This is an optimization exercise on Yosys and OpenROAD, whose aim is small area and a short achievable clock period, not a production implementation.
RTL that was checked went through simulation tests only; none was proved equivalent to the original.
For runs 4 and 5, only the layout was checked, not whether the RTL still works.
Power and IR drop assume default switching activity.

==> flow/design.v <==
module mul16lo_b (input wire [15:0] a, input wire [7:0] one, two, neg, output wire [15:0] p);
  wire pp0_0 = ((one[0] & a[0]) | (two[0] & 1'b0)) ^ neg[0];
  wire pp0_1 = ((one[0] & a[1]) | (two[0] & a[0])) ^ neg[0];
  wire pp0_2 = ((one[0] & a[2]) | (two[0] & a[1])) ^ neg[0];
  wire pp0_3 = ((one[0] & a[3]) | (two[0] & a[2])) ^ neg[0];
  wire pp0_4 = ((one[0] & a[4]) | (two[0] & a[3])) ^ neg[0];
  wire pp0_5 = ((one[0] & a[5]) | (two[0] & a[4])) ^ neg[0];
  wire pp0_6 = ((one[0] & a[6]) | (two[0] & a[5])) ^ neg[0];
  wire pp0_7 = ((one[0] & a[7]) | (two[0] & a[6])) ^ neg[0];
  wire pp0_8 = ((one[0] & a[8]) | (two[0] & a[7])) ^ neg[0];
  wire pp0_9 = ((one[0] & a[9]) | (two[0] & a[8])) ^ neg[0];
  wire pp0_10 = ((one[0] & a[10]) | (two[0] & a[9])) ^ neg[0];
  wire pp0_11 = ((one[0] & a[11]) | (two[0] & a[10])) ^ neg[0];
  wire pp0_12 = ((one[0] & a[12]) | (two[0] & a[11])) ^ neg[0];
  wire pp0_13 = ((one[0] & a[13]) | (two[0] & a[12])) ^ neg[0];
  wire pp0_14 = ((one[0] & a[14]) | (two[0] & a[13])) ^ neg[0];
  wire pp0_15 = ((one[0] & a[15]) | (two[0] & a[14])) ^ neg[0];
  wire pp1_0 = ((one[1] & a[0]) | (two[1] & 1'b0)) ^ neg[1];
  wire pp1_1 = ((one[1] & a[1]) | (two[1] & a[0])) ^ neg[1];
  wire pp1_2 = ((one[1] & a[2]) | (two[1] & a[1])) ^ neg[1];
  wire pp1_3 = ((one[1] & a[3]) | (two[1] & a[2])) ^ neg[1];
  wire pp1_4 = ((one[1] & a[4]) | (two[1] & a[3])) ^ neg[1];
  wire pp1_5 = ((one[1] & a[5]) | (two[1] & a[4])) ^ neg[1];
  wire pp1_6 = ((one[1] & a[6]) | (two[1] & a[5])) ^ neg[1];
  wire pp1_7 = ((one[1] & a[7]) | (two[1] & a[6])) ^ neg[1];
  wire pp1_8 = ((one[1] & a[8]) | (two[1] & a[7])) ^ neg[1];
  wire pp1_9 = ((one[1] & a[9]) | (two[1] & a[8])) ^ neg[1];
  wire pp1_10 = ((one[1] & a[10]) | (two[1] & a[9])) ^ neg[1];
  wire pp1_11 = ((one[1] & a[11]) | (two[1] & a[10])) ^ neg[1];
  wire pp1_12 = ((one[1] & a[12]) | (two[1] & a[11])) ^ neg[1];
  wire pp1_13 = ((one[1] & a[13]) | (two[1] & a[12])) ^ neg[1];
  wire pp2_0 = ((one[2] & a[0]) | (two[2] & 1'b0)) ^ neg[2];
  wire pp2_1 = ((one[2] & a[1]) | (two[2] & a[0])) ^ neg[2];
  wire pp2_2 = ((one[2] & a[2]) | (two[2] & a[1])) ^ neg[2];
  wire pp2_3 = ((one[2] & a[3]) | (two[2] & a[2])) ^ neg[2];
  wire pp2_4 = ((one[2] & a[4]) | (two[2] & a[3])) ^ neg[2];
  wire pp2_5 = ((one[2] & a[5]) | (two[2] & a[4])) ^ neg[2];
  wire pp2_6 = ((one[2] & a[6]) | (two[2] & a[5])) ^ neg[2];
  wire pp2_7 = ((one[2] & a[7]) | (two[2] & a[6])) ^ neg[2];
  wire pp2_8 = ((one[2] & a[8]) | (two[2] & a[7])) ^ neg[2];
  wire pp2_9 = ((one[2] & a[9]) | (two[2] & a[8])) ^ neg[2];
  wire pp2_10 = ((one[2] & a[10]) | (two[2] & a[9])) ^ neg[2];
  wire pp2_11 = ((one[2] & a[11]) | (two[2] & a[10])) ^ neg[2];
  wire pp3_0 = ((one[3] & a[0]) | (two[3] & 1'b0)) ^ neg[3];
  wire pp3_1 = ((one[3] & a[1]) | (two[3] & a[0])) ^ neg[3];
  wire pp3_2 = ((one[3] & a[2]) | (two[3] & a[1])) ^ neg[3];
  wire pp3_3 = ((one[3] & a[3]) | (two[3] & a[2])) ^ neg[3];
  wire pp3_4 = ((one[3] & a[4]) | (two[3] & a[3])) ^ neg[3];
  wire pp3_5 = ((one[3] & a[5]) | (two[3] & a[4])) ^ neg[3];
  wire pp3_6 = ((one[3] & a[6]) | (two[3] & a[5])) ^ neg[3];
  wire pp3_7 = ((one[3] & a[7]) | (two[3] & a[6])) ^ neg[3];
  wire pp3_8 = ((one[3] & a[8]) | (two[3] & a[7])) ^ neg[3];
  wire pp3_9 = ((one[3] & a[9]) | (two[3] & a[8])) ^ neg[3];
  wire pp4_0 = ((one[4] & a[0]) | (two[4] & 1'b0)) ^ neg[4];
  wire pp4_1 = ((one[4] & a[1]) | (two[4] & a[0])) ^ neg[4];
  wire pp4_2 = ((one[4] & a[2]) | (two[4] & a[1])) ^ neg[4];
  wire pp4_3 = ((one[4] & a[3]) | (two[4] & a[2])) ^ neg[4];
  wire pp4_4 = ((one[4] & a[4]) | (two[4] & a[3])) ^ neg[4];
  wire pp4_5 = ((one[4] & a[5]) | (two[4] & a[4])) ^ neg[4];
  wire pp4_6 = ((one[4] & a[6]) | (two[4] & a[5])) ^ neg[4];
  wire pp4_7 = ((one[4] & a[7]) | (two[4] & a[6])) ^ neg[4];
  wire pp5_0 = ((one[5] & a[0]) | (two[5] & 1'b0)) ^ neg[5];
  wire pp5_1 = ((one[5] & a[1]) | (two[5] & a[0])) ^ neg[5];
  wire pp5_2 = ((one[5] & a[2]) | (two[5] & a[1])) ^ neg[5];
  wire pp5_3 = ((one[5] & a[3]) | (two[5] & a[2])) ^ neg[5];
  wire pp5_4 = ((one[5] & a[4]) | (two[5] & a[3])) ^ neg[5];
  wire pp5_5 = ((one[5] & a[5]) | (two[5] & a[4])) ^ neg[5];
  wire pp6_0 = ((one[6] & a[0]) | (two[6] & 1'b0)) ^ neg[6];
  wire pp6_1 = ((one[6] & a[1]) | (two[6] & a[0])) ^ neg[6];
  wire pp6_2 = ((one[6] & a[2]) | (two[6] & a[1])) ^ neg[6];
  wire pp6_3 = ((one[6] & a[3]) | (two[6] & a[2])) ^ neg[6];
  wire pp7_0 = ((one[7] & a[0]) | (two[7] & 1'b0)) ^ neg[7];
  wire pp7_1 = ((one[7] & a[1]) | (two[7] & a[0])) ^ neg[7];
  wire s0 = pp0_10 ^ pp1_8;
  wire c0 = pp0_10 & pp1_8;
  wire s1 = pp0_11 ^ pp1_9;
  wire c1 = pp0_11 & pp1_9;
  wire s2 = pp0_12 ^ pp1_10 ^ pp2_8;
  wire c2 = (pp0_12 & pp1_10) | (pp0_12 & pp2_8) | (pp1_10 & pp2_8);
  wire s3 = pp3_6 ^ pp4_4;
  wire c3 = pp3_6 & pp4_4;
  wire s4 = pp0_13 ^ pp1_11 ^ pp2_9;
  wire c4 = (pp0_13 & pp1_11) | (pp0_13 & pp2_9) | (pp1_11 & pp2_9);
  wire s5 = pp3_7 ^ pp4_5;
  wire c5 = pp3_7 & pp4_5;
  wire s6 = pp0_14 ^ pp1_12 ^ pp2_10;
  wire c6 = (pp0_14 & pp1_12) | (pp0_14 & pp2_10) | (pp1_12 & pp2_10);
  wire s7 = pp3_8 ^ pp4_6 ^ pp5_4;
  wire c7 = (pp3_8 & pp4_6) | (pp3_8 & pp5_4) | (pp4_6 & pp5_4);
  wire s8 = pp6_2 ^ pp7_0;
  wire c8 = pp6_2 & pp7_0;
  wire s9 = pp0_15 ^ pp1_13 ^ pp2_11;
  wire s10 = pp3_9 ^ pp4_7 ^ pp5_5;
  wire s11 = pp6_3 ^ pp7_1;
  wire s12 = pp0_6 ^ pp1_4;
  wire c12 = pp0_6 & pp1_4;
  wire s13 = pp0_7 ^ pp1_5;
  wire c13 = pp0_7 & pp1_5;
  wire s14 = pp0_8 ^ pp1_6 ^ pp2_4;
  wire c14 = (pp0_8 & pp1_6) | (pp0_8 & pp2_4) | (pp1_6 & pp2_4);
  wire s15 = pp3_2 ^ pp4_0;
  wire c15 = pp3_2 & pp4_0;
  wire s16 = pp0_9 ^ pp1_7 ^ pp2_5;
  wire c16 = (pp0_9 & pp1_7) | (pp0_9 & pp2_5) | (pp1_7 & pp2_5);
  wire s17 = pp3_3 ^ pp4_1;
  wire c17 = pp3_3 & pp4_1;
  wire s18 = s0 ^ pp2_6 ^ pp3_4;
  wire c18 = (s0 & pp2_6) | (s0 & pp3_4) | (pp2_6 & pp3_4);
  wire s19 = pp4_2 ^ pp5_0 ^ neg[5];
  wire c19 = (pp4_2 & pp5_0) | (pp4_2 & neg[5]) | (pp5_0 & neg[5]);
  wire s20 = s1 ^ pp2_7 ^ pp3_5;
  wire c20 = (s1 & pp2_7) | (s1 & pp3_5) | (pp2_7 & pp3_5);
  wire s21 = pp4_3 ^ pp5_1 ^ c0;
  wire c21 = (pp4_3 & pp5_1) | (pp4_3 & c0) | (pp5_1 & c0);
  wire s22 = s2 ^ s3 ^ pp5_2;
  wire c22 = (s2 & s3) | (s2 & pp5_2) | (s3 & pp5_2);
  wire s23 = pp6_0 ^ neg[6] ^ c1;
  wire c23 = (pp6_0 & neg[6]) | (pp6_0 & c1) | (neg[6] & c1);
  wire s24 = s4 ^ s5 ^ pp5_3;
  wire c24 = (s4 & s5) | (s4 & pp5_3) | (s5 & pp5_3);
  wire s25 = pp6_1 ^ c2 ^ c3;
  wire c25 = (pp6_1 & c2) | (pp6_1 & c3) | (c2 & c3);
  wire s26 = s6 ^ s7 ^ s8;
  wire c26 = (s6 & s7) | (s6 & s8) | (s7 & s8);
  wire s27 = neg[7] ^ c4 ^ c5;
  wire c27 = (neg[7] & c4) | (neg[7] & c5) | (c4 & c5);
  wire s28 = s9 ^ s10 ^ s11;
  wire s29 = c6 ^ c7 ^ c8;
  wire s30 = pp0_4 ^ pp1_2;
  wire c30 = pp0_4 & pp1_2;
  wire s31 = pp0_5 ^ pp1_3;
  wire c31 = pp0_5 & pp1_3;
  wire s32 = s12 ^ pp2_2 ^ pp3_0;
  wire c32 = (s12 & pp2_2) | (s12 & pp3_0) | (pp2_2 & pp3_0);
  wire s33 = s13 ^ pp2_3 ^ pp3_1;
  wire c33 = (s13 & pp2_3) | (s13 & pp3_1) | (pp2_3 & pp3_1);
  wire s34 = s14 ^ s15 ^ neg[4];
  wire c34 = (s14 & s15) | (s14 & neg[4]) | (s15 & neg[4]);
  wire s35 = s16 ^ s17 ^ c14;
  wire c35 = (s16 & s17) | (s16 & c14) | (s17 & c14);
  wire s36 = s18 ^ s19 ^ c16;
  wire c36 = (s18 & s19) | (s18 & c16) | (s19 & c16);
  wire s37 = s20 ^ s21 ^ c18;
  wire c37 = (s20 & s21) | (s20 & c18) | (s21 & c18);
  wire s38 = s22 ^ s23 ^ c20;
  wire c38 = (s22 & s23) | (s22 & c20) | (s23 & c20);
  wire s39 = s24 ^ s25 ^ c22;
  wire c39 = (s24 & s25) | (s24 & c22) | (s25 & c22);
  wire s40 = s26 ^ s27 ^ c24;
  wire c40 = (s26 & s27) | (s26 & c24) | (s27 & c24);
  wire s41 = s28 ^ s29 ^ c26;
  wire s42 = pp0_2 ^ pp1_0;
  wire c42 = pp0_2 & pp1_0;
  wire s43 = pp0_3 ^ pp1_1;
  wire c43 = pp0_3 & pp1_1;
  wire s44 = s30 ^ pp2_0 ^ neg[2];
  wire c44 = (s30 & pp2_0) | (s30 & neg[2]) | (pp2_0 & neg[2]);
  wire s45 = s31 ^ pp2_1 ^ c30;
  wire c45 = (s31 & pp2_1) | (s31 & c30) | (pp2_1 & c30);
  wire s46 = s32 ^ neg[3] ^ c31;
  wire c46 = (s32 & neg[3]) | (s32 & c31) | (neg[3] & c31);
  wire s47 = s33 ^ c12 ^ c32;
  wire c47 = (s33 & c12) | (s33 & c32) | (c12 & c32);
  wire s48 = s34 ^ c13 ^ c33;
  wire c48 = (s34 & c13) | (s34 & c33) | (c13 & c33);
  wire s49 = s35 ^ c15 ^ c34;
  wire c49 = (s35 & c15) | (s35 & c34) | (c15 & c34);
  wire s50 = s36 ^ c17 ^ c35;
  wire c50 = (s36 & c17) | (s36 & c35) | (c17 & c35);
  wire s51 = s37 ^ c19 ^ c36;
  wire c51 = (s37 & c19) | (s37 & c36) | (c19 & c36);
  wire s52 = s38 ^ c21 ^ c37;
  wire c52 = (s38 & c21) | (s38 & c37) | (c21 & c37);
  wire s53 = s39 ^ c23 ^ c38;
  wire c53 = (s39 & c23) | (s39 & c38) | (c23 & c38);
  wire s54 = s40 ^ c25 ^ c39;
  wire c54 = (s40 & c25) | (s40 & c39) | (c25 & c39);
  wire s55 = s41 ^ c27 ^ c40;
  wire [15:0] x = {s55, s54, s53, s52, s51, s50, s49, s48, s47, s46, s45, s44, s43, s42, pp0_1, pp0_0};
  wire [15:0] y = {c54, c53, c52, c51, c50, c49, c48, c47, c46, c45, c44, c43, c42, neg[1], 1'b0, neg[0]};
  assign p = x + y;
endmodule
module alu (input wire [2:0] op, input wire [15:0] a, b,
  output wire [15:0] o, output wire cout);
  wire [16:0] s = {1'b0, a} + {1'b0, b ^ {16{op[0]}}} + {16'b0, op[0]};
  assign cout = s[16];
  wire [3:0] n = b[3:0];
  wire [15:0] ar;
  genvar k;
  generate for (k = 0; k < 16; k = k + 1) begin : rv
    assign ar[k] = a[15-k];
  end endgenerate
  wire [15:0] si = op[0] ? ar : a;
  wire [15:0] sh = si << n;
  wire [15:0] shr;
  generate for (k = 0; k < 16; k = k + 1) begin : rv2
    assign shr[k] = sh[15-k];
  end endgenerate
  wire [15:0] shrq = {shr[15:10], shr[9] & (n != 4'd6), shr[8] & (n != 4'd7), shr[7:0]};
  reg [15:0] r;
  always @(*) begin
    case (op)
      3'd0, 3'd1: r = s[15:0];
      3'd2: r = a & b;
      3'd3: r = a | b;
      3'd4: r = a ^ b;
      3'd6: r = sh;
      3'd7: r = shrq;
      default: r = 16'h0000;
    endcase
  end
  assign o = r;
endmodule
module booth_enc (input wire [15:0] b, output wire [7:0] one, two, neg);
  wire [16:0] bb = {b, 1'b0};
  genvar k;
  generate for (k = 0; k < 8; k = k + 1) begin : g
    assign neg[k] = bb[2*k+2];
    assign one[k] = bb[2*k+1] ^ bb[2*k];
    assign two[k] = (bb[2*k+2] & ~bb[2*k+1] & ~bb[2*k]) | (~bb[2*k+2] & bb[2*k+1] & bb[2*k]);
  end endgenerate
endmodule
module reg_file (input wire clk, input wire [7:1] we, input wire [15:0] wdata,
  input wire [2:0] ra, rb, output wire [15:0] qa, qb);
  reg [15:0] r1, r2, r3, r4, r5, r6, r7;
  always @(posedge clk) begin
    if (we[1]) r1 <= wdata;
    if (we[2]) r2 <= wdata;
    if (we[3]) r3 <= wdata;
    if (we[4]) r4 <= wdata;
    if (we[5]) r5 <= wdata;
    if (we[6]) r6 <= wdata;
    if (we[7]) r7 <= wdata;
  end
  function [15:0] rd (input [2:0] x);
    case (x)
      3'd0: rd = 16'h0000;
      3'd1: rd = r1;
      3'd2: rd = r2;
      3'd3: rd = r3;
      3'd4: rd = r4;
      3'd5: rd = r5;
      3'd6: rd = r6;
      default: rd = r7;
    endcase
  endfunction
  assign qa = rd(ra);
  assign qb = rd(rb);
endmodule
module mproc (input wire clk, reset, input wire [15:0] d_in, output wire [6:0] addr, output wire [15:0] d_out);
  reg pa, pb, pc_;           
  reg [15:0] ir;             
  reg op0;                   
  reg carry;
  reg [6:0] pc;
  reg [15:0] opa, opb;
  reg [7:0] bone, btwo, bneg;  
  always @(posedge clk) begin
    pa  <= reset | pc_;
    pb  <= ~reset & pa;
    pc_ <= ~reset & pb;
  end
  always @(posedge clk) ir <= d_in;
  always @(posedge clk)
    if (reset) op0 <= 1'b0;
    else if (pb) op0 <= d_in[9];
  wire ld = ir[15];
  wire is_alu = (ir[15:12] == 4'b0000);
  wire wr = ld | is_alu;
  wire [2:0] rd = ir[8:6];
  wire [15:0] alu_o, mul;
  wire cout;
  alu alu_0 ({ir[11:10], op0}, opa, opb, alu_o, cout);
  mul16lo_b mul_0 (opa, bone, btwo, bneg, mul);
  always @(posedge clk) carry <= cout;
  wire sel_mul = pc_ & is_alu & ({ir[11:10], op0} == 3'd5) & ~reset;
  wire [15:0] other = reset ? 16'h0000 : (ld ? d_in : alu_o);
  wire [15:0] wdata = sel_mul ? mul : other;
  wire wen = pc_ & wr;
  wire [7:1] we;
  genvar i;
  generate for (i = 1; i < 8; i = i + 1) begin : g_we
    assign we[i] = reset | (wen & (rd == i));
  end endgenerate
  wire [15:0] qa, qb;
  reg_file rf (clk, we, wdata, d_in[2:0], d_in[5:3], qa, qb);
  wire [7:0] one_n, two_n, neg_n;
  booth_enc enc (qb, one_n, two_n, neg_n);
  always @(posedge clk) begin
    bone <= one_n;
    btwo <= two_n;
    bneg <= neg_n;
  end
  wire ldop = pb & ~reset;
  wire fwa = wen & (rd == ir[2:0]) & (rd != 3'd0);
  wire fwb = wen & (rd == ir[5:3]) & (rd != 3'd0);
  wire [15:0] opa_d = sel_mul ? mul : (ldop ? qa : other);
  wire [15:0] opb_d = sel_mul ? mul : (ldop ? qb : other);
  always @(posedge clk) begin
    if (ldop | reset | fwa) opa <= opa_d;
    if (ldop | reset | fwb) opb <= opb_d;
  end
  wire j = pc_ & ir[14] & carry;
  wire [6:0] delta = ld ? (j ? 7'h7f : 7'h01) : (j ? (~ir[6:0] + 7'h01) : 7'h00);
  always @(posedge clk)
    if (reset) pc <= 7'h00;
    else if (pa) pc <= pc + 7'h01;
    else if (pc_) pc <= pc + delta;
  assign addr = pc;
  assign d_out = opa;
endmodule
==> flow/run.sh <==
#!/bin/bash
# synth_recipe.tcl (not shown) runs the flow's synth.tcl, then flattens the netlist and writes it again
# the make line also repeats each setting of config.mk as NAME=value (left out here)
make -C /OpenROAD-flow-scripts/flow DESIGN_CONFIG=/design/flow/config.mk WORK_HOME=/design/flow/orfs CLKGATE_MAP_FILE= SYNTH_SCRIPT=/design/flow/synth_recipe.tcl finish
==> flow/config.mk <==
export PLATFORM = sky130hd
export DESIGN_NAME = mproc
export DESIGN_NICKNAME = mproc
export VERILOG_FILES = /design/flow/design.v
export SDC_FILE = /design/flow/constraint.sdc
export NUM_CORES = 4
export LEC_CHECK = 0
export CAP_MARGIN = 20
export CORE_MARGIN = 2
export CORE_UTILIZATION = 40
export SETUP_SLACK_MARGIN = 4
export SLEW_MARGIN = 20
==> flow/constraint.sdc <==
create_clock -name core_clock -period 10.0 [get_ports {clk}]
set_input_delay 2.0000 -clock core_clock [delete_from_list [all_inputs] [get_ports {clk}]]
set_output_delay 2.0000 -clock core_clock [all_outputs]
set_load 0.01 [all_outputs]
==> results of run 1 <==
==> metal layers <==
metal	global-route usage, %	wire, um	vias up
met2	38.4	21700	578
met3	3.18	3810	80
met1	35.5	20700	5960
met4	7.83	1360	0
li1	-	-	5444
met5	0	0	-
==> cell type report <==
cell class / count / area (sq um) / area share (%)
clock buffer: 23 / 489 / 2.99
clock inverter: 9 / 68.8 / 0.421
inverter: 87 / 327 / 2.00
multi-input combinational: 1081 / 8940 / 54.6
sequential: 195 / 5350 / 32.7
tap: 468 / 586 / 3.58
timing repair buffer: 68 / 603 / 3.69
==> where the power goes <==
part	internal (uW)	switching (uW)	total, uW
Combinational	1240	1880	3110
Sequential	965	134	1100
Clock	349	306	656
==> metrics by stage <==
stage               power, uW  hold WS (ns)  cell area, sq um  setup WS (ns)  cells
detailed placement       4150         0.474             15800           4.48   1898
global placement         4170         0.468             15800           4.62   1898
CTS                      4840         0.486             16300           4.40   1930
floorplan                3170         0.484             15000           5.07   1469
finish                   4870         0.484             16400           4.34   1931
global route             5170         0.517             16400           4.11   1931
==> worst max-delay path, delay by kind of cell (launching register included) <==
family	cells	cell delay (ns)
buf+inv	1	0.06
fa+ha+maj	4	1.90
xor+xnor	2	0.50
flops	1	0.90
compound gates	6	1.66
simple gates	2	0.31
==> Yosys cell counts, types with 17 or more instances <==
cell type and n:
edfxtp_1 144, nand2_1 96, a22oi_1 90, xnor2_1 87, a21oi_1 84, inv_1 84, ha_1 82, nor2_1 74
clkbuf_1 71, o21ai_0 60, dfxtp_1 51, xor2_1 50, mux2_2 40, fa_1 35, mux2i_1 33, mux4_2 32
nand3_1 28, o211ai_1 27, nor2b_1 20, o22ai_1 18, a221oi_1 17
==> cells in the final DEF, fill, tap and decap left out, types with 28 or more instances in the layout <==
cell type / count
mux2_2: 40
nor2_1: 74
edfxtp_1: 144
a22oi_1: 90
nand2_1: 96
dfxtp_1: 50
a21oi_1: 84
o21ai_0: 60
mux2i_1: 33
mux4_2: 32
nand3_1: 28
fa_1: 35
ha_1: 82
clkdlybuf4s50_1: 37
xor2_1: 50
inv_1: 84
xnor2_1: 87
==> state kept, by name, summed over array words and instances, names as in the netlist, 7 cells and up <==
| signal | flops |
|---|---|
| opa | 16 |
| opb | 16 |
| rf.r1 | 16 |
| rf.r2 | 16 |
| rf.r3 | 16 |
| rf.r4 | 16 |
| rf.r5 | 16 |
| rf.r6 | 16 |
| rf.r7 | 16 |
| ir | 15 |
| bneg | 8 |
| bone | 8 |
| btwo | 8 |
| pc | 7 |
==> worst paths after layout <==
| kind | from | endpoint | slack (ns) | cells after the start |
|---|---|---|---|---|
| setup / recovery | opa[4]$_DFFE_PP_ | rf.r2[14]$_DFFE_PP_ | 4.34 | 15 |
| hold / removal | pc[0]$_SDFFE_PP0P_ | pc[0]$_SDFFE_PP0P_ | 0.48 | 2 |
| setup reg to reg | opa[4]$_DFFE_PP_ | rf.r2[14]$_DFFE_PP_ | 4.34 | 15 |
| hold reg to reg | pc[0]$_SDFFE_PP0P_ | pc[0]$_SDFFE_PP0P_ | 0.48 | 2 |
==> cell families (layout without fill, tap and decap cells) <==
| logic type | Yosys count | after routing | synth area share [%] |
|---|---|---|---|
| mux | 110 | 110 | 10.8 |
| xor+xnor | 138 | 138 | 8.12 |
| buf+inv | 193 | 187 | 5.23 |
| simple gates | 279 | 279 | 8.65 |
| fa+ha+maj | 117 | 117 | 11.5 |
| flops | 195 | 195 | 35.7 |
| compound gates | 437 | 437 | 19.9 |
==> reports/metrics.cfg, run 1 <==
[outcome]
status = no timing/DRC/antenna violations

[routing]
viasPerCell = 6.25
drtIter0Drc = 1408
drc = 0
dr.pass1.iters = 6
wl_per_cell_um = 24.6
via_count = 12100
drt-total-wl_mm = 47.5
final_antenna_net_count = 0

[sta]
slew_headroom_pct = 23.8
clock_skew_ns = 0.0182
drv_slew = 0
tightest_slew_ns = 1.13
fmax_mhz = 177
fin_crit_sh_pct = 56.6
rsz0062_at_grt = no
fin_crit_ns = 5.66
finalHoldViolCount = 0
setup_viol = 0
fin_setup_tns_ns = 0

[finish]
n_antenna_cell = 0
fin_nets = 1585
utilization_pct = 44.6
area_delta_synth_final_pct = 9.24
drive_above_1_share_pct = 10.9
n_fill_cell = 3453

[worst_setup_path]
crit_required_ns = 10.13
crit_path_cell_trace = a22oi_1 > xor2_1 > fa_1 > inv_1 > fa_1 > fa_1 > ha_1 > a21o_1 > a21o_1 > a2111oi_0 > nor3_1 > a31o_2 > xor2_1 > nand2_1 > o21ai_0
slowest_stage = edfxtp_1
crit_arrival_ns = 5.79
path_class = reg -> reg
cp_max_fo = 23
cpMostUsedCell = fa_1
max_stage_delay_ns = 0.90
end_kind = flip-flop
setup.worst_path.start_class = flip-flop

[die]
dieWidth_um = 197
start_util_pct = 40.8
row_count = 70
die-area_sq_um = 39000
core_sq_um = 36700
ioPinCount = 41
fp.dieH_um = 197

[clocking]
cts_setup_buffers = 0
cts_tree = yes
cts_hold_buf = 0
cts.sinks = 195
clock_latency_ns = 0.44
post_cts_resized = 0
cts_max_path_buffers = 2
clk_pin_slew_worst_paths_ns = 0.08
htree_levels = 4
cts_buffers = 17
cts_root_buf = clkbuf_16

[synth]
synth.top_cell.area_share_pct = 28.9
yosysTopAreaCell = edfxtp_1
synth-main-ff-cell = edfxtp_1
synth-seq-cells = 195
synthCells = 1469
synth_cell_types = 78
async_flop_share_pct = 0
synthTopCellsByArea = edfxtp_1 (29%), ha_1 (6.9%), dfxtp_1 (6.8%), xnor2_1 (5.1%), mux4_2 (4.8%)
syn-num-nets = 1604
syn-cell-area_sq_um = 15000
yosys_warnings = 3
synth-edff-count = 144
synth-seq-area-share_pct = 35.7
syn_avg_cell_area_sq_um = 10.2

[power]
p_leak_uw = 0.00625
ir_worst_vdd_mv = 0.312
p_per_area_nw_per_um2 = 298

[global_routing]
grt_max_degree = 50
grt_pass1_vias = 11500
grt_overflow = 0
grt_pass1_wl_mm = 72.5
grt_usage_pct = 24.6
antenna_found_initial = 0

[worst_hold_path]
hold_class = reg -> reg

[place]
dp_hpwl_mm = 34.1
routabilityCongestion = 1.00
port_buffers = 40

[run]
drv_cap = 0

==> run 2, diff against run 1 <==
--- a/flow/config.mk
+++ b/flow/config.mk
@@ -9,4 +9,4 @@
 export CORE_MARGIN = 2
 export CORE_UTILIZATION = 40
-export SETUP_SLACK_MARGIN = 4
+export SETUP_SLACK_MARGIN = 5
 export SLEW_MARGIN = 20
==> run 2 against run 1 <==
  * Design area grew 1.5%
  * Flip-flop and latch count is the same
  * Via count grew 1.2%
  * Core utilization grew 0.69 points
  * Die area is the same
  * Routed wire length grew 1.6%
  * Global-route usage grew 0.42 points
  * Clock power is essentially flat
  * Highest routed layer unchanged
==> reports/metrics.cfg, run 2 <==
[routing]
dr.pass1.iters = 6  ; unchanged
viasPerCell = 6.25  ; about the same
wl_per_cell_um = 24.7  ; +0.44%
via_count = 12200  ; +1.2%
drt-total-wl_mm = 48.3  ; +1.6%
final_antenna_net_count = 0  ; unchanged
drc = 0  ; unchanged
drtIter0Drc = 1640  ; +16%

[finish]
multi_input_area_sq_um = 9010  ; +0.84%
n_antenna_cell = 0  ; unchanged
ff_latch_area_sq_um = 5360  ; +0.21%
utilization_pct = 45.3  ; +0.69 points
drive_above_1_share_pct = 13.7  ; +2.9 points
final_common_cell = edfxtp_1
fin_nets = 1607  ; +1.4%
area_delta_synth_final_pct = 10.9
final_cell_mix = edfxtp_1 (144), nand2_1 (96), a22oi_1 (89)
n_fill_cell = 3426  ; -0.78%

[worst_setup_path]
reg2regPathDepth = 16  ; +1
rrSetupSlack_ns = 5.13  ; +0.79 ns
rr_startpoint = opa[8]$_DFFE_PP_
crit_required_ns = 10.16  ; +0.03 ns
path_class = reg -> reg
setup.worst_path.start_class = flip-flop
end_kind = flip-flop
crit_arrival_ns = 5.03  ; -0.76 ns
cp_max_fo = 7  ; -70%
reg2reg_to = rf.r7[15]$_DFFE_PP_

[die]
core_sq_um = 36700  ; unchanged
die-area_sq_um = 39000  ; unchanged
dieWidth_um = 197  ; unchanged
start_util_pct = 40.8  ; unchanged
ioPinCount = 41  ; unchanged
row_count = 70  ; unchanged
fp.dieH_um = 197  ; unchanged

[sta]
drv_slew = 0  ; unchanged
whs_ns = 0.484  ; +0.0000740 ns
tightest_slew_ns = 1.11  ; -0.0233 ns
setup_viol = 0  ; unchanged
fin_setup_tns_ns = 0  ; unchanged
finalHoldViolCount = 0  ; unchanged
slew_headroom_pct = 25.9  ; +2.1 points
clock_skew_ns = 0.0151  ; -0.00317 ns
fin_crit_sh_pct = 48.7  ; -7.9 points
finalWorstSetupSlack_ns = 5.13  ; +0.789 ns
fmax_mhz = 205  ; +16%
rsz0062_at_grt = yes
fin_crit_ns = 4.87  ; -0.789 ns

[place]
dp_hpwl_mm = 34.1  ; unchanged
port_buffers = 40  ; unchanged
routabilityCongestion = 1.00  ; unchanged
pre_cts_ws_ns = 4.48  ; unchanged

[clocking]
cts_root_buf = clkbuf_16
cts_buffers = 17  ; unchanged
cts.sinks = 195  ; unchanged
cts_max_path_buffers = 2  ; unchanged
clock_latency_ns = 0.44  ; about the same
htree_levels = 4  ; unchanged
cts_tree = yes
clk_pin_slew_worst_paths_ns = 0.08  ; about the same
cts_hold_buf = 0  ; unchanged

[worst_hold_path]
worstHoldStart = pc[0]$_SDFFE_PP0P_
hold_class = reg -> reg
min_to = pc[0]$_SDFFE_PP0P_
hold-path-cell-count = 2  ; unchanged

[global_routing]
antenna_found_initial = 0  ; unchanged
use_met3_pct = 3.31  ; +0.14 points
grt_max_degree = 50  ; unchanged
busiest_layer = met2
grt_usage_pct = 25.0  ; +0.42 points
grt_overflow = 0  ; unchanged
grtUsageMet2_pct = 39.1  ; +0.69 points
grt_pass1_vias = 11600  ; +0.96%
met1_usage_pct = 36.0  ; +0.48 points
grt_pass1_wl_mm = 73.5  ; +1.5%

[synth]
yosys_warnings = 3  ; unchanged
syn-cell-area_sq_um = 15000  ; unchanged
synth_common_cells = edfxtp_1 (144), nand2_1 (96), a22oi_1 (90)
synth-main-ff-cell = edfxtp_1
syn-num-nets = 1604  ; unchanged
yosysMostFrequentCell = edfxtp_1
synth-seq-area-share_pct = 35.7  ; unchanged
synth.top_cell.area_share_pct = 28.9  ; unchanged
async_flop_share_pct = 0  ; unchanged
synth-seq-cells = 195  ; unchanged
synthTopCellsByArea = edfxtp_1 (29%), ha_1 (6.9%), dfxtp_1 (6.8%), xnor2_1 (5.1%), mux4_2 (4.8%)
synth-edff-count = 144  ; unchanged
yosysTopAreaCell = edfxtp_1
syn_avg_cell_area_sq_um = 10.2  ; unchanged
synth_cell_types = 78  ; unchanged
synthCells = 1469  ; unchanged

[run]
drv_cap = 0  ; unchanged

[outcome]
status = no timing/DRC/antenna violations

[power]
p_per_area_nw_per_um2 = 308  ; +3.5%
p_leak_uw = 0.00639  ; +2.2%
ir_worst_vdd_mv = 0.339  ; +8.4%

-- run 2: cell count changes in the layout (fill, tap and decap cells not counted), sizes merged --
cell / before / now
buf: 31 / 53
-- run 2: how the worst max path moves through the flow --
stage,startpoint,end,cells after the start
floorplan,opa[3]$_DFFE_PP_,rf.r1[14]$_DFFE_PP_,17
global placement,opa[4]$_DFFE_PP_,rf.r2[14]$_DFFE_PP_,15
detailed placement,opa[3]$_DFFE_PP_,rf.r5[14]$_DFFE_PP_,15
CTS,opa[6]$_DFFE_PP_,rf.r4[12]$_DFFE_PP_,15
global route,opa[5]$_DFFE_PP_,rf.r7[15]$_DFFE_PP_,15
finish,opa[8]$_DFFE_PP_,rf.r7[15]$_DFFE_PP_,16
-- run 2: logic make-up after synthesis --
| group | share of synthesized area (%) |
|---|---|
| and+or+nand+nor | 8.65 |
| muxes | 10.8 |
| AOI/OAI and AO/OA | 19.9 |
| buffers and inverters | 5.23 |
| xor gates and xnor gates | 8.12 |
| DFF | 35.7 |
| adders and majority gates | 11.5 |
-- run 2: where the power goes --
group	leakage [uW]	internal, uW	switching, uW
clock	0.000271	350	306
combinational	0.00420	1380	2000
sequential	0.00192	967	115
total	0.00639	2700	2420
-- run 2: routing by layer --
metal | share of wire, % | vias up
li1 | - | 5486
met1 | 42 | 5990
met2 | 46 | 649
met3 | 9.5 | 78
met4 | 2.8 | 0
met5 | 0 | -
-- run 2: final cells by class --
| type | count | area share [%] |
|---|---|---|
| sequential | 195 | 32.3 |
| timing repair buffer | 90 | 4.63 |
| tap | 468 | 3.53 |
| clock buffer | 23 | 2.95 |
| inverter | 87 | 1.97 |
| multi-input combinational | 1081 | 54.3 |
| clock inverter | 9 | 0.414 |
-- run 2: stage by stage --
step	cells	power (uW)	cell area (sq um)
detailed placement	1898	4150	15800
global placement	1898	4170	15800
floorplan	1469	3170	15000
finish	1953	5120	16600
global route	1953	5440	16600
CTS	1952	4860	16500
-- run 2: what timing repair did --
item | CTS | global route
buffers inserted | 22 | 0
resized for setup | 12 | 15
pin swaps | 0 | 1
setup endpoints to repair | 47 | 51
-- run 2: critical path, stage by stage (launching register included) --
cell      delay (ns)
edfxtp_1        0.50
buf_4           0.20
a22oi_1         0.19
xnor2_1         0.12
fa_1            0.52
fa_1            0.49
inv_1           0.05
fa_1            0.49
inv_1           0.05
fa_1            0.47
ha_1            0.40
a21oi_1         0.21
o21bai_1        0.08
a21oi_1         0.15
o21ai_1         0.14
xnor2_2         0.19
a22o_2          0.31
==> run 3, diff against run 2 <==
--- a/flow/config.mk
+++ b/flow/config.mk
@@ -9,4 +9,6 @@
 export CORE_MARGIN = 2
 export CORE_UTILIZATION = 40
+export CTS_BUF_LIST = sky130_fd_sc_hd__clkbuf_8
+export CTS_CLUSTER_SIZE = 30
 export SETUP_SLACK_MARGIN = 5
 export SLEW_MARGIN = 20
==> run 3 against run 2 <==
  * Cell count is essentially flat
  * Design area shrank 1.2%
  * Register-to-register slack lost 0.02 ns
  * Count of clock-buffer cells in the layout decreased by 4
  * Core utilization shrank 0.53 points
  * Maximum frequency is 0.49% lower
  * Area after synthesis stayed put
  * Setup slack got worse by 0.024 ns
  * Critical path depth is the same
  * Sequential power about the same
==> reports/metrics.cfg, run 3 <==
[finish]
final_cell_mix = edfxtp_1 (144), nand2_1 (96), a22oi_1 (90), inv_1 (87)
n_antenna_cell = 0  ; unchanged
fin_cells = 1954  ; +0.051%
fin_nets = 1608  ; +0.062%
final_common_cell = edfxtp_1
area_delta_synth_final_pct = 9.63
drive_above_1_share_pct = 13.6  ; -0.14 points
n_fill_cell = 3453  ; +0.79%
utilization_pct = 44.7  ; -0.53 points

[clocking]
cts_max_path_buffers = 2  ; unchanged
clk_pin_slew_worst_paths_ns = 0.12  ; +0.04 ns
cts_tree = yes
cts_buffers = 17  ; unchanged
clock_latency_ns = 0.49  ; +0.05 ns
htree_levels = 4  ; unchanged
cts.sinks = 195  ; unchanged
cts_root_buf = clkbuf_8

[synth]
synth-edff-count = 144  ; unchanged
synthTopCellsByArea = edfxtp_1 (29%), ha_1 (6.9%), dfxtp_1 (6.8%), xnor2_1 (5.1%), mux4_2 (4.8%)
yosys_warnings = 3  ; unchanged
synth-seq-area-share_pct = 35.7  ; unchanged
yosysTopAreaCell = edfxtp_1
synth_mux_area_share_pct = 10.8  ; unchanged
synth.top_cell.area_share_pct = 28.9  ; unchanged
syn-cell-area_sq_um = 15000  ; unchanged
synth_cell_types = 78  ; unchanged
syn_avg_cell_area_sq_um = 10.2  ; unchanged
synthCells = 1469  ; unchanged
synth_top_family_by_area = compound AO/OA/AOI/OAI gates
syn-num-nets = 1604  ; unchanged
async_flop_share_pct = 0  ; unchanged
synthAdderAreaFrac_pct = 11.5  ; unchanged
yosysMostFrequentCell = edfxtp_1
synth_compound_area_share_pct = 19.9  ; unchanged
synth_common_cells = edfxtp_1 (144), nand2_1 (96), a22oi_1 (90)
synthSimpleGateAreaFrac_pct = 8.65  ; unchanged
synth-main-ff-cell = edfxtp_1
yosys.area_share.xor_xnor_pct = 8.12  ; unchanged
synth-seq-cells = 195  ; unchanged

[sta]
rsz0062_at_grt = yes
drv_slew = 0  ; unchanged
fin_setup_tns_ns = 0  ; unchanged
fin_crit_ns = 4.89  ; +0.0238 ns
finalHoldViolCount = 0  ; unchanged
fmax_mhz = 204  ; -0.49%
setup_viol = 0  ; unchanged
tightest_slew_ns = 1.10  ; -0.0114 ns
slew_headroom_pct = 26.7  ; +0.76 points
fin_crit_sh_pct = 48.9  ; +0.24 points
clock_skew_ns = 0.0226  ; +0.00755 ns

[place]
placed_cells = 1898  ; unchanged
port_buffers = 40  ; unchanged
routabilityCongestion = 1.00  ; unchanged
dp_hpwl_mm = 34.1  ; unchanged

[die]
row_count = 70  ; unchanged
start_util_pct = 40.8  ; unchanged
fp.dieH_um = 197  ; unchanged
dieWidth_um = 197  ; unchanged
die-area_sq_um = 39000  ; unchanged
ioPinCount = 41  ; unchanged
core_sq_um = 36700  ; unchanged

[worst_setup_path]
crit_required_ns = 10.21  ; +0.05 ns
path_class = reg -> reg
crit_arrival_ns = 5.10  ; +0.07 ns
setup.worst_path.start_class = flip-flop
cp_max_fo = 7  ; unchanged
end_kind = flip-flop

[power]
p_per_area_nw_per_um2 = 301  ; -2.3%
total_power_uw = 4940  ; -3.5%
p_leak_uw = 0.00632  ; -1.1%
ir_worst_vdd_mv = 0.339  ; +0.14%

[global_routing]
grt_usage_pct = 25.0  ; -0.054 points
antenna_found_initial = 0  ; unchanged
grt_pass1_vias = 11500  ; -0.53%
grt_max_degree = 50  ; unchanged
grt_overflow = 0  ; unchanged
grt_pass1_wl_mm = 73.2  ; -0.45%

[run]
drv_cap = 0  ; unchanged

[worst_hold_path]
hold_class = reg -> reg

[routing]
drtIter0Drc = 1544  ; -5.9%
dr.pass1.iters = 8  ; +2
final_antenna_net_count = 0  ; unchanged
drt-total-wl_mm = 48.1  ; -0.31%
drc = 0  ; unchanged
wl_per_cell_um = 24.6  ; -0.36%
viasPerCell = 6.23  ; -0.21%
via_count = 12200  ; -0.16%

[outcome]
status = no timing/DRC/antenna violations

[run 3: logic make-up after synthesis]
group | after synthesis
AO/OA/AOI/OAI | 437
AND/OR/NAND/NOR | 279
flip-flops | 195
buffers and inverters | 193
XOR/XNOR | 138
adder cells (fa/ha/maj) | 117
multiplexers | 110
[run 3: layout make-up]
type | instances | area, sq um | area share (%)
flip-flops and latches | 195 | 5360 | 32.6
clock buffers | 19 | 262 | 1.59
clock inverters | 13 | 110 | 0.671
multi-input cells | 1081 | 9000 | 54.8
inverters | 87 | 327 | 1.99
repair buffers | 91 | 776 | 4.73
well taps | 468 | 586 | 3.57
[run 3: power breakdown]
group,switching (uW),internal [uW]
clock,288,210
combinational,1990,1370
sequential,113,966
total,2390,2550
[run 3: final timing paths]
path / from / to / slack (ns) / cells after the start
max: opa[8]$_DFFE_PP_ / rf.r7[15]$_DFFE_PP_ / 5.11 / 16
min: pc[0]$_SDFFE_PP0P_ / pc[0]$_SDFFE_PP0P_ / 0.49 / 2
max reg2reg: opa[8]$_DFFE_PP_ / rf.r7[15]$_DFFE_PP_ / 5.11 / 16
min reg2reg: pc[0]$_SDFFE_PP0P_ / pc[0]$_SDFFE_PP0P_ / 0.49 / 2
[run 3: critical path, cell delays in order (launching register included)]
cell      delay, ns
edfxtp_1       0.51
buf_4          0.20
a22oi_1        0.19
xnor2_1        0.12
fa_1           0.53
fa_1           0.49
inv_1          0.06
fa_1           0.49
inv_1          0.05
fa_1           0.48
ha_1           0.40
a21oi_1        0.21
o21bai_1       0.09
a21oi_1        0.16
o21ai_1        0.13
xnor2_2        0.19
a22o_2         0.32
[run 3: per-layer routing]
layer  vias up  share of wire (%)  track usage [%]
met5         -                  0                0
met4         0                2.8             8.27
met3        87                7.7             2.49
met2       554                 46             39.2
met1      6053                 44             36.1
li1       5489                  -                -
[run 3: per-stage QoR]
| step | cell area (sq um) | hold WS, ns | setup slack [ns] |
|---|---|---|---|
| after floorplan | 15000 | 0.484 | 5.07 |
| after global placement | 15800 | 0.468 | 4.62 |
| after detailed placement | 15800 | 0.474 | 4.48 |
| after CTS | 16300 | 0.491 | 5.00 |
| after global routing | 16400 | 0.523 | 4.93 |
| final | 16400 | 0.489 | 5.11 |
[run 3: repair_timing]
item,in CTS,in global routing
pin swaps,0,1
gates resized for setup,12,12
setup buffers,21,2
cloned,0,0
endpoints found under the setup margin,48,44
hold buffers,0,0
==> run 4, diff against run 3 <==
--- a/flow/design.v
+++ b/flow/design.v
@@ -181,8 +181,13 @@
   assign p = x + y;
 endmodule
-module alu (input wire [2:0] op, input wire [15:0] a, b,
+module alu (input wire [2:0] op, input wire binv, input wire [15:0] a, b,
   output wire [15:0] o, output wire cout);
-  wire [16:0] s = {1'b0, a} + {1'b0, b ^ {16{op[0]}}} + {16'b0, op[0]};
-  assign cout = s[16];
+  wire [15:0] bx = b ^ {16{binv}};
+  wire [15:0] g = a & bx;
+  wire [15:0] p = a ^ bx;
+  wire [15:0] c;    
+  bk16 bk (g, p, binv, c);
+  wire [15:0] s = p ^ {c[14:0], binv};
+  assign cout = c[15];
   wire [3:0] n = b[3:0];
   wire [15:0] ar;
@@ -201,8 +206,8 @@
   always @(*) begin
     case (op)
-      3'd0, 3'd1: r = s[15:0];
-      3'd2: r = a & b;
-      3'd3: r = a | b;
-      3'd4: r = a ^ b;
+      3'd0, 3'd1: r = s;
+      3'd2: r = g;
+      3'd3: r = g | p;
+      3'd4: r = p;
       3'd6: r = sh;
       3'd7: r = shrq;
@@ -212,4 +217,40 @@
   assign o = r;
 endmodule
+module bk16 (input wire [15:0] g, p, input wire ci, output wire [15:0] c);
+  wire [15:0] g0 = {g[15:1], g[0] | (p[0] & ci)};
+  wire [7:0] g1, p1;
+  genvar k;
+  generate for (k = 0; k < 8; k = k + 1) begin : l1
+    assign g1[k] = g0[2*k+1] | (p[2*k+1] & g0[2*k]);
+    assign p1[k] = p[2*k+1] & p[2*k];
+  end endgenerate
+  wire [3:0] g2, p2;
+  generate for (k = 0; k < 4; k = k + 1) begin : l2
+    assign g2[k] = g1[2*k+1] | (p1[2*k+1] & g1[2*k]);
+    assign p2[k] = p1[2*k+1] & p1[2*k];
+  end endgenerate
+  wire [1:0] g3, p3;
+  generate for (k = 0; k < 2; k = k + 1) begin : l3
+    assign g3[k] = g2[2*k+1] | (p2[2*k+1] & g2[2*k]);
+    assign p3[k] = p2[2*k+1] & p2[2*k];
+  end endgenerate
+  wire g4 = g3[1] | (p3[1] & g3[0]);
+  assign c[0] = g0[0];
+  assign c[1] = g1[0];
+  assign c[3] = g2[0];
+  assign c[7] = g3[0];
+  assign c[15] = g4;
+  assign c[11] = g2[2] | (p2[2] & c[7]);
+  assign c[5] = g1[2] | (p1[2] & c[3]);
+  assign c[9] = g1[4] | (p1[4] & c[7]);
+  assign c[13] = g1[6] | (p1[6] & c[11]);
+  assign c[2] = g0[2] | (p[2] & c[1]);
+  assign c[4] = g0[4] | (p[4] & c[3]);
+  assign c[6] = g0[6] | (p[6] & c[5]);
+  assign c[8] = g0[8] | (p[8] & c[7]);
+  assign c[10] = g0[10] | (p[10] & c[9]);
+  assign c[12] = g0[12] | (p[12] & c[11]);
+  assign c[14] = g0[14] | (p[14] & c[13]);
+endmodule
 module booth_enc (input wire [15:0] b, output wire [7:0] one, two, neg);
   wire [16:0] bb = {b, 1'b0};
@@ -223,28 +264,19 @@
 module reg_file (input wire clk, input wire [7:1] we, input wire [15:0] wdata,
   input wire [2:0] ra, rb, output wire [15:0] qa, qb);
-  reg [15:0] r1, r2, r3, r4, r5, r6, r7;
-  always @(posedge clk) begin
-    if (we[1]) r1 <= wdata;
-    if (we[2]) r2 <= wdata;
-    if (we[3]) r3 <= wdata;
-    if (we[4]) r4 <= wdata;
-    if (we[5]) r5 <= wdata;
-    if (we[6]) r6 <= wdata;
-    if (we[7]) r7 <= wdata;
-  end
-  function [15:0] rd (input [2:0] x);
-    case (x)
-      3'd0: rd = 16'h0000;
-      3'd1: rd = r1;
-      3'd2: rd = r2;
-      3'd3: rd = r3;
-      3'd4: rd = r4;
-      3'd5: rd = r5;
-      3'd6: rd = r6;
-      default: rd = r7;
-    endcase
-  endfunction
-  assign qa = rd(ra);
-  assign qb = rd(rb);
+  reg [15:0] r [1:7];
+  integer n;
+  always @(posedge clk)
+    for (n = 1; n < 8; n = n + 1)
+      if (we[n]) r[n] <= wdata;
+  wire [7:1] sa, sb;
+  genvar i;
+  generate for (i = 1; i < 8; i = i + 1) begin : dec
+    assign sa[i] = (ra == i);
+    assign sb[i] = (rb == i);
+  end endgenerate
+  assign qa = ({16{sa[1]}} & r[1]) | ({16{sa[2]}} & r[2]) | ({16{sa[3]}} & r[3]) | ({16{sa[4]}} & r[4]) |
+              ({16{sa[5]}} & r[5]) | ({16{sa[6]}} & r[6]) | ({16{sa[7]}} & r[7]);
+  assign qb = ({16{sb[1]}} & r[1]) | ({16{sb[2]}} & r[2]) | ({16{sb[3]}} & r[3]) | ({16{sb[4]}} & r[4]) |
+              ({16{sb[5]}} & r[5]) | ({16{sb[6]}} & r[6]) | ({16{sb[7]}} & r[7]);
 endmodule
 module mproc (input wire clk, reset, input wire [15:0] d_in, output wire [6:0] addr, output wire [15:0] d_out);
@@ -256,4 +288,5 @@
   reg [15:0] opa, opb;
   reg [7:0] bone, btwo, bneg;  
+  reg [15:0] ma;             
   always @(posedge clk) begin
     pa  <= reset | pc_;
@@ -271,6 +304,6 @@
   wire [15:0] alu_o, mul;
   wire cout;
-  alu alu_0 ({ir[11:10], op0}, opa, opb, alu_o, cout);
-  mul16lo_b mul_0 (opa, bone, btwo, bneg, mul);
+  alu alu_0 ({ir[11:10], op0}, pc_ ? ({ir[11:10], op0} == 3'd1) : op0, opa, opb, alu_o, cout);
+  mul16lo_b mul_0 (ma, bone, btwo, bneg, mul);
   always @(posedge clk) carry <= cout;
   wire sel_mul = pc_ & is_alu & ({ir[11:10], op0} == 3'd5) & ~reset;
@@ -291,4 +324,5 @@
     btwo <= two_n;
     bneg <= neg_n;
+    ma <= qa;
   end
   wire ldop = pb & ~reset;
--- a/flow/config.mk
+++ b/flow/config.mk
@@ -9,6 +9,4 @@
 export CORE_MARGIN = 2
 export CORE_UTILIZATION = 40
-export CTS_BUF_LIST = sky130_fd_sc_hd__clkbuf_8
-export CTS_CLUSTER_SIZE = 30
 export SETUP_SLACK_MARGIN = 5
 export SLEW_MARGIN = 20
==> run 4 against run 3 <==
  * Still clean
  * Power increased by 9.6%
  * Sequential share of layout area rose by 1.3 points
  * Maximum frequency decreased by 0.71%
  * Sequential power is 9% higher
  * Combinational power up 2%
  * Flip-flop and latch count rose by 16
  * Clock skew fell by 0.0075 ns
  * Core utilization up 0.095 points
  * Highest routed layer is now met5
==> reports/metrics.cfg, run 4 <==
[outcome]
status = no timing/DRC/antenna violations

[routing]
viasPerCell = 6.12  ; -1.8%
dr.pass1.iters = 5  ; -3
via_count = 12000  ; -1.9%
drc = 0  ; unchanged
drt-total-wl_mm = 47.0  ; -2.4%
final_antenna_net_count = 0  ; unchanged
wl_per_cell_um = 24.0  ; -2.4%
drtIter0Drc = 1551  ; +0.45%

[worst_setup_path]
reg2regPathDepth = 14  ; -2
crit_required_ns = 10.18  ; -0.03 ns
end_kind = flip-flop
rr_startpoint = ma[8]$_DFF_P_
cp_max_fo = 24  ; +17
max_stage_delay_ns = 0.80  ; +0.27 ns
setup.worst_path.start_class = input port
reg2reg_to = rf.r[5][15]$_DFFE_PP_
slowest_stage = or4_1
crit_path_cell_trace = clkdlybuf4s50_1 > buf_4 > inv_1 > nand4_1 > or4_1 > o21ai_0
rrSetupSlack_ns = 5.12  ; about the same
crit_arrival_ns = 5.11  ; about the same
cp-startpoint = reset
path_class = in -> reg
critical_path.endpoint = rf.r[3][3]$_DFFE_PP_

[global_routing]
grt_max_degree = 47  ; -6.0%
grt_pass1_wl_mm = 71.8  ; -1.9%
grt_usage_pct = 24.0  ; -0.96 points
grt_pass1_vias = 11700  ; +1.1%
grt_overflow = 0  ; unchanged
antenna_found_initial = 2  ; +2

[power]
p_per_area_nw_per_um2 = 322  ; +7.1%
p_leak_uw = 0.00639  ; +1.1%
ir_worst_vdd_mv = 0.348  ; +2.7%
p_sw_uw = 2520  ; +5.3%
total_power_uw = 5420  ; +9.6%
p_sw_share_pct = 46.5  ; -1.9 points
seq_power_share_pct = 21.9  ; about the same
clockPowerShare_pct = 14.7  ; +4.6 points
p_int_uw = 2900  ; +14%
power_frac_comb_pct = 63.4  ; -4.7 points

[die]
dieWidth_um = 199  ; +0.54%
start_util_pct = 40.4  ; -0.42 points
ioPinCount = 41  ; unchanged
row_count = 71  ; +1.4%
die-area_sq_um = 39400  ; +1.1%
fp.dieH_um = 199  ; +0.54%
core_sq_um = 37500  ; +2.2%

[synth]
synthCells = 1437  ; -2.2%
synthAdderAreaFrac_pct = 11.1  ; -0.44 points
synth-main-ff-cell = edfxtp_1
yosysTopAreaCell = edfxtp_1
synth_top_family_by_area = compound AO/OA/AOI/OAI gates
synth-edff-count = 144  ; unchanged
synth-seq-cells = 211  ; +8.2%
syn-cell-area_sq_um = 15100  ; +1.1%
async_flop_share_pct = 0  ; unchanged
synth_common_cells = edfxtp_1 (144), a22oi_1 (105), nand2_1 (104)
yosys.area_share.xor_xnor_pct = 7.77  ; -0.35 points
synth_cell_types = 80  ; +2.6%
synthSimpleGateAreaFrac_pct = 9.27  ; +0.62 points
synthTopCellsByArea = edfxtp_1 (29%), dfxtp_1 (8.9%), fa_1 (5.6%), ha_1 (5.5%), xnor2_1 (5.4%)
synth_mux_area_share_pct = 11.0  ; +0.20 points
syn_avg_cell_area_sq_um = 10.5  ; +3.4%
synth-seq-area-share_pct = 37.4  ; +1.7 points
yosys_warnings = 4  ; +1
yosysMostFrequentCell = edfxtp_1
syn-num-nets = 1564  ; -2.5%
synth_compound_area_share_pct = 18.2  ; -1.7 points
synth.top_cell.area_share_pct = 28.6  ; -0.32 points

[clocking]
clk_pin_slew_worst_paths_ns = 0.06  ; -0.06 ns
cts_buffers = 21  ; +4
cts.sinks = 211  ; +8.2%
clock_latency_ns = 0.50  ; about the same
cts_hold_buf = 0  ; unchanged
htree_levels = 1  ; -3
cts_max_path_buffers = 3  ; +1
cts_root_buf = clkbuf_16
cts_tree = yes

[finish]
drive_above_1_share_pct = 13.3  ; -0.28 points
largest_reg_flops = 112
design_area_sq_um = 16800  ; +2.4%
regMostFlops = rf.r
fin_nets = 1555  ; -3.3%
final_cell_mix = edfxtp_1 (144), a22oi_1 (105), nand2_1 (103), inv_1 (97), xnor2_1 (92)
multi_input_area_sq_um = 8830  ; -1.8%
n_antenna_cell = 0  ; unchanged
ff_latch_area_sq_um = 5700  ; +6.4%
final_common_cell = edfxtp_1
n_fill_cell = 3557  ; +3.0%
area_delta_synth_final_pct = 11.0
fin_cells = 1953  ; -0.051%

[sta]
fin_setup_tns_ns = 0  ; unchanged
rsz0062_at_grt = yes
clock_skew_ns = 0.0151  ; -0.00752 ns
whs_ns = 0.474  ; -0.0145 ns
fmax_mhz = 203  ; -0.71%
tightest_slew_ns = 1.09  ; -0.0104 ns
fin_crit_sh_pct = 49.3  ; +0.35 points
finalHoldViolCount = 0  ; unchanged
drv_slew = 0  ; unchanged
fin_crit_ns = 4.93  ; +0.0349 ns
slew_headroom_pct = 26.4  ; -0.29 points
setup_viol = 0  ; unchanged

[run]
drv_cap = 0  ; unchanged

[place]
postPlaceCellArea_sq_um = 16000  ; +1.2%
port_buffers = 40  ; unchanged
routabilityCongestion = 0.901  ; -10%
dp_hpwl_mm = 34.0  ; -0.16%
placed_cells = 1914  ; +0.84%

[worst_hold_path]
hold_class = reg -> reg

[run 4: cell types whose count changed after synthesis, moves of 9 or more]
cell	delta
a21oi_1	-24
a22oi_1	+15
and2_1	+9
clkbuf_1	-10
dfxtp_1	+16
ha_1	-15
inv_1	+13
nand3_1	-10
nor2_1	-10
nor3_1	+12
o211ai_1	-18
o21a_1	-9
xor2_1	-20
[run 4: cell type report]
type                       instances  share of cell area, %
inverter                         101                   2.26
clock inverter                     6                  0.365
timing repair buffer              63                   3.34
multi-input combinational       1030                   52.6
tap                              511                   3.80
sequential                       211                   33.9
clock buffer                      31                   3.78
[run 4: logic make-up (layout without fill, tap and decap cells)]
group	count (synthesis)	after routing
AOI/OAI and AO/OA	390	390
adders and majority gates	109	109
and+or+nand+nor	296	296
buffers and inverters	196	201
DFF	211	211
muxes	107	107
xor gates and xnor gates	128	128
[run 4: power groups by stage]
stage               sequential [uW]  clock [uW]  combinational [uW]
finish                         1180         795                3440
global route                   1200         846                3750
CTS                            1180         808                3250
detailed placement             1200           0                3210
global placement               1190           0                3140
floorplan                      1110           0                2320
[run 4: layer usage]
| layer | share of wire [%] | vias to the layer above | GRT usage, % | wire length [um] |
|---|---|---|---|---|
| met1 | 43 | 5951 | 34.3 | 20200 |
| met2 | 46 | 589 | 38.1 | 21400 |
| met5 | 0.019 | - | 0 | 9 |
| met3 | 8.8 | 88 | 3.37 | 4120 |
| met4 | 2.6 | 2 | 6.74 | 1240 |
| li1 | - | 5325 | - | - |
[run 4: how the worst min path moves through the flow]
stage          cells past startpoint          startpoint  slack (ns)                 end
2_1_floorplan                      2  pc[0]$_SDFFE_PP0P_        0.49  pc[0]$_SDFFE_PP0P_
3_3_place_gp                       2  pc[0]$_SDFFE_PP0P_        0.46  pc[0]$_SDFFE_PP0P_
3_5_place_dp                       2  pc[0]$_SDFFE_PP0P_        0.47  pc[0]$_SDFFE_PP0P_
4_1_cts                            2  pc[0]$_SDFFE_PP0P_        0.48  pc[0]$_SDFFE_PP0P_
5_1_grt                            2  pc[0]$_SDFFE_PP0P_        0.51  pc[0]$_SDFFE_PP0P_
6_report                           2  pc[0]$_SDFFE_PP0P_        0.47  pc[0]$_SDFFE_PP0P_
[run 4: worst max-delay path, delay by kind of cell]
kind / cells / cell delay [ns]
AND/OR/NAND/NOR: 2 / 1.53
buffers and inverters: 3 / 1.18
AO/OA/AOI/OAI: 1 / 0.36
[run 4: per-stage QoR]
step	utilization [%]	setup slack, ns
finish	44.8	5.07
detailed placement	42.6	4.50
floorplan	-	5.01
CTS	44.6	5.01
global route	44.8	4.94
global placement	42.6	4.62
[run 4: timing repair]
action,in CTS,in global routing
endpoints found under the setup margin,56,55
cloned,0,0
gates resized for setup,16,25
buffers inserted,2,0
pin swaps,0,3
==> run 5, diff against run 4 <==
==> flow/flow/run.sh (new file) <==
#!/bin/bash
set -euo pipefail
MARGIN=6.0
sed -e "s/SETUP_SLACK_MARGIN=[0-9.]*/SETUP_SLACK_MARGIN=$MARGIN/" \
    -e "s|CLKGATE_MAP_FILE= |CLKGATE_MAP_FILE= 'BUFFER_PORTS_ARGS=-buffer_cell sky130_fd_sc_hd__buf_2' |" \
    standard.sh > my_standard.sh
bash my_standard.sh > layout.log 2>&1
==> flow/standard.sh (new file) <==
#!/bin/bash
# synth_recipe.tcl (not shown) runs the flow's synth.tcl, then flattens the netlist and writes it again
# the make line also repeats each setting of config.mk as NAME=value (left out here)
make -C /OpenROAD-flow-scripts/flow DESIGN_CONFIG=/design/flow/config.mk WORK_HOME=/design/flow/orfs CLKGATE_MAP_FILE= SYNTH_SCRIPT=/design/flow/synth_recipe.tcl "${@:-finish}"
removed: flow/run.sh
==> run 5 against run 4 <==
  * Still clean on timing, DRC and antenna
  * Sequential power about the same
  * Register-to-register slack better by 0.40 ns
  * Core utilization up 4.0 points
  * Die area unchanged
  * Synthesized cell count unchanged
  * Global-route usage up 0.67 points
  * Sequential share of layout area down 2.4 points
  * Area after synthesis unchanged
  * Power up 22%
  * Clock skew up 0.021 ns
  * Worst hold slack better by 0.0053 ns
  * Maximum frequency up 9.9%
  * Largest cell class unchanged
==> reports/metrics.cfg, run 5 <==
[synth]
synth.top_cell.area_share_pct = 28.6  ; unchanged
syn-num-nets = 1564  ; unchanged
synth-main-ff-cell = edfxtp_1
synth-edff-count = 144  ; unchanged
yosysTopAreaCell = edfxtp_1
synthTopCellsByArea = edfxtp_1 (29%), dfxtp_1 (8.9%), fa_1 (5.6%), ha_1 (5.5%), xnor2_1 (5.4%)
syn_avg_cell_area_sq_um = 10.5  ; unchanged
synth_cell_types = 80  ; unchanged
synthCells = 1437  ; unchanged
async_flop_share_pct = 0  ; unchanged
yosysMostFrequentCell = edfxtp_1
synth-seq-area-share_pct = 37.4  ; unchanged
syn-cell-area_sq_um = 15100  ; unchanged
synth-seq-cells = 211  ; unchanged
yosys_warnings = 4  ; unchanged
synth_common_cells = edfxtp_1 (144), a22oi_1 (105), nand2_1 (104)

[finish]
area_delta_synth_final_pct = 20.8
regMostFlops = rf.r
largest_reg_flops = 112  ; unchanged
drive_above_1_share_pct = 29.3  ; +16 points
n_antenna_cell = 0  ; unchanged
utilization_pct = 48.8  ; +4.0 points
fin_nets = 1610  ; +3.5%
final_cell_mix = edfxtp_1 (144), nand2_1 (100), inv_1 (85), xnor2_1 (82), a22oi_1 (81)
final_common_cell = edfxtp_1
fin_cells = 2011  ; +3.0%

[sta]
tightest_slew_ns = 1.06  ; -0.0286 ns
whs_ns = 0.479  ; +0.00528 ns
fin_crit_ns = 4.48  ; -0.446 ns
fmax_mhz = 223  ; +9.9%
fin_crit_sh_pct = 44.8  ; -4.5 points
setup_viol = 0  ; unchanged
fin_setup_tns_ns = 0  ; unchanged
clock_skew_ns = 0.0365  ; +0.0214 ns
rsz0062_at_grt = yes
slew_headroom_pct = 28.5  ; +2.1 points
drv_slew = 0  ; unchanged
finalHoldViolCount = 0  ; unchanged

[routing]
final_antenna_net_count = 0  ; unchanged
wl_met2_mm = 22.8  ; +6.5%
drtIter0Drc = 1544  ; -0.45%
drt-total-wl_mm = 49.4  ; +5.2%
via_count = 12300  ; +3.2%
viasPerCell = 6.13  ; +0.21%
drt-met1-wl_mm = 20.2  ; +0.31%
drc = 0  ; unchanged
wl_met3_mm = 4.71  ; +14%
wl_per_cell_um = 24.6  ; +2.1%
highest_layer = met4
dr.pass1.iters = 8  ; +3

[global_routing]
grt_pass1_wl_mm = 73.5  ; +2.2%
grt_pass1_vias = 11900  ; +2.3%
grt_max_degree = 47  ; unchanged
grt_usage_pct = 24.7  ; +0.67 points
grt_overflow = 0  ; unchanged
antenna_found_initial = 0  ; -2

[power]
p_per_area_nw_per_um2 = 360  ; +12%
p_leak_uw = 0.00693  ; +8.6%
total_power_uw = 6590  ; +22%
ir_worst_vdd_mv = 0.384  ; +10%

[worst_setup_path]
end_kind = flip-flop
setup.worst_path.start_class = flip-flop
crit_arrival_ns = 4.78  ; -0.33 ns
crit_required_ns = 10.30  ; +0.12 ns
cp_max_fo = 7  ; -71%
path_class = reg -> reg

[worst_hold_path]
hold_class = reg -> reg

[place]
dp_hpwl_mm = 34.2  ; +0.41%
port_buffers = 40  ; unchanged
routabilityCongestion = 0.939  ; +4.3%
placed_cells = 1917  ; +0.16%

[clocking]
cts_buffers = 23  ; +9.5%
clk_pin_slew_worst_paths_ns = 0.07  ; about the same
htree_levels = 1  ; unchanged
cts_tree = yes
cts_max_path_buffers = 3  ; unchanged
cts.sinks = 211  ; unchanged
cts_root_buf = clkbuf_16
clock_latency_ns = 0.53  ; +0.03 ns

[run]
drv_cap = 0  ; unchanged

[die]
start_util_pct = 40.4  ; unchanged
fp.dieH_um = 199  ; unchanged
row_count = 71  ; unchanged
die-area_sq_um = 39400  ; unchanged
core_sq_um = 37500  ; unchanged
ioPinCount = 41  ; unchanged
dieWidth_um = 199  ; unchanged

[outcome]
status = no timing/DRC/antenna violations

[run 5: cell count changes in the layout (fill, tap and decap cells not counted), moves of 12 or more]
cell / previous run / this run
inv_1: 97 / 85
ha_4: 0 / 13
o21ai_0: 51 / 39
buf_2: 4 / 39
ha_1: 67 / 52
a22oi_1: 105 / 81
a21oi_2: 0 / 14
a21oi_1: 60 / 44
clkdlybuf4s50_1: 36 / 0
a22oi_2: 1 / 25
buf_6: 2 / 14
buf_4: 21 / 51
dfxtp_4: 2 / 21
[run 5: logic make-up after synthesis]
family          synth area share [%]
flops                           37.4
xor+xnor                        7.77
buf+inv                         5.17
mux                             11.0
simple gates                    9.27
compound gates                  18.2
fa+ha+maj                       11.1
[run 5: metal layers]
layer  vias up  GRT usage, %
li1       5455             -
met1      6135          33.5
met2       625          40.1
met3       121          4.78
met4         0          7.52
met5         -             0
[run 5: final timing paths]
kind / cells after the start / slack, ns / from / endpoint
min reg2reg: 2 / 0.48 / pc[0]$_SDFFE_PP0P_ / pc[0]$_SDFFE_PP0P_
max: 15 / 5.52 / ma[10]$_DFF_P_ / rf.r[2][15]$_DFFE_PP_
max reg2reg: 15 / 5.52 / ma[10]$_DFF_P_ / rf.r[2][15]$_DFFE_PP_
min: 2 / 0.48 / pc[0]$_SDFFE_PP0P_ / pc[0]$_SDFFE_PP0P_
[run 5: area by class of cell]
cell class / count / area, sq um
multi-input combinational: 1030 / 9760
clock buffer: 29 / 608
clock inverter: 13 / 159
tap: 511 / 639
timing repair buffer: 116 / 981
sequential: 211 / 5760
fill: 3461 / 19200
inverter: 101 / 387
[run 5: what timing repair did]
item | in CTS | in global routing
hold buffers | 0 | 0
endpoints found under the setup margin | 134 | 136
resized for setup | 142 | 95
pin swaps | 46 | 65
buffers inserted | 30 | 19
cloned | 1 | 2
[run 5: power by group]
| group | switching (uW) | internal [uW] | leakage, uW |
|---|---|---|---|
| Sequential | 141 | 1040 | 0.00206 |
| Clock | 359 | 512 | 0.000366 |
| Combinational | 2420 | 2110 | 0.00451 |
[run 5: through the flow]
| step | area [sq um] | setup WS (ns) |
|---|---|---|
| 2_1_floorplan | 15500 | 5.70 |
| 3_3_place_gp | 16000 | 5.01 |
| 3_5_place_dp | 16000 | 4.93 |
| 4_1_cts | 17600 | 5.51 |
| 5_1_grt | 18300 | 5.35 |
| 6_report | 18300 | 5.52 |
[run 5: worst max-delay path, stage by stage, from the launching register on]
cell     delay [ns]
dfxtp_4        0.37
a22oi_2        0.22
xnor2_2        0.09
fa_1           0.57
inv_2          0.05
fa_1           0.48
fa_1           0.50
inv_1          0.05
fa_2           0.33
xnor3_1        0.19
xnor3_1        0.22
xnor3_1        0.23
xnor3_2        0.32
mux2i_4        0.26
o31ai_4        0.11
nor3_4         0.27

[separate check: timing with driven ports]
In the flow no input, the clock included, has a driving cell. The finished layouts below were timed again as built, in two steps. Step 1 sets driving cells, clkbuf_16 on the clock port and buf_2 on the other inputs (assumed; they add their load-dependent delay and slew). Step 2, shift: input delay + t, output delay - t, t = (earliest + latest rising clock arrival at the registers) / 2. This alone moves slack from input paths to output paths. a / b / c = ideal / step 1 / step 2; a / b = the first two.
run	t (ns)	setup slack, ns	worst setup path at the end	worst register clock-pin slew, ns	worst data-port slew with drivers (ns)
run 1	0.482	4.344 / 4.344 / 4.344	register to register	0.08 / 0.08	0.05
run 2	0.478	5.133 / 5.133 / 4.753	input to register	0.08 / 0.08	0.05
run 3	0.523	5.109 / 5.109 / 4.692	input to register	0.12 / 0.12	0.05
run 4	0.542	5.074 / 5.057 / 4.515	input to register	0.07 / 0.07	0.08
run 5	0.571	5.520 / 5.520 / 5.520	register to register	0.07 / 0.07	0.04
After both steps every run listed still meets setup and hold. For run 4, which loses most, drivers alone change the setup slack by -0.017 ns; drivers and shift together by -0.559 ns.
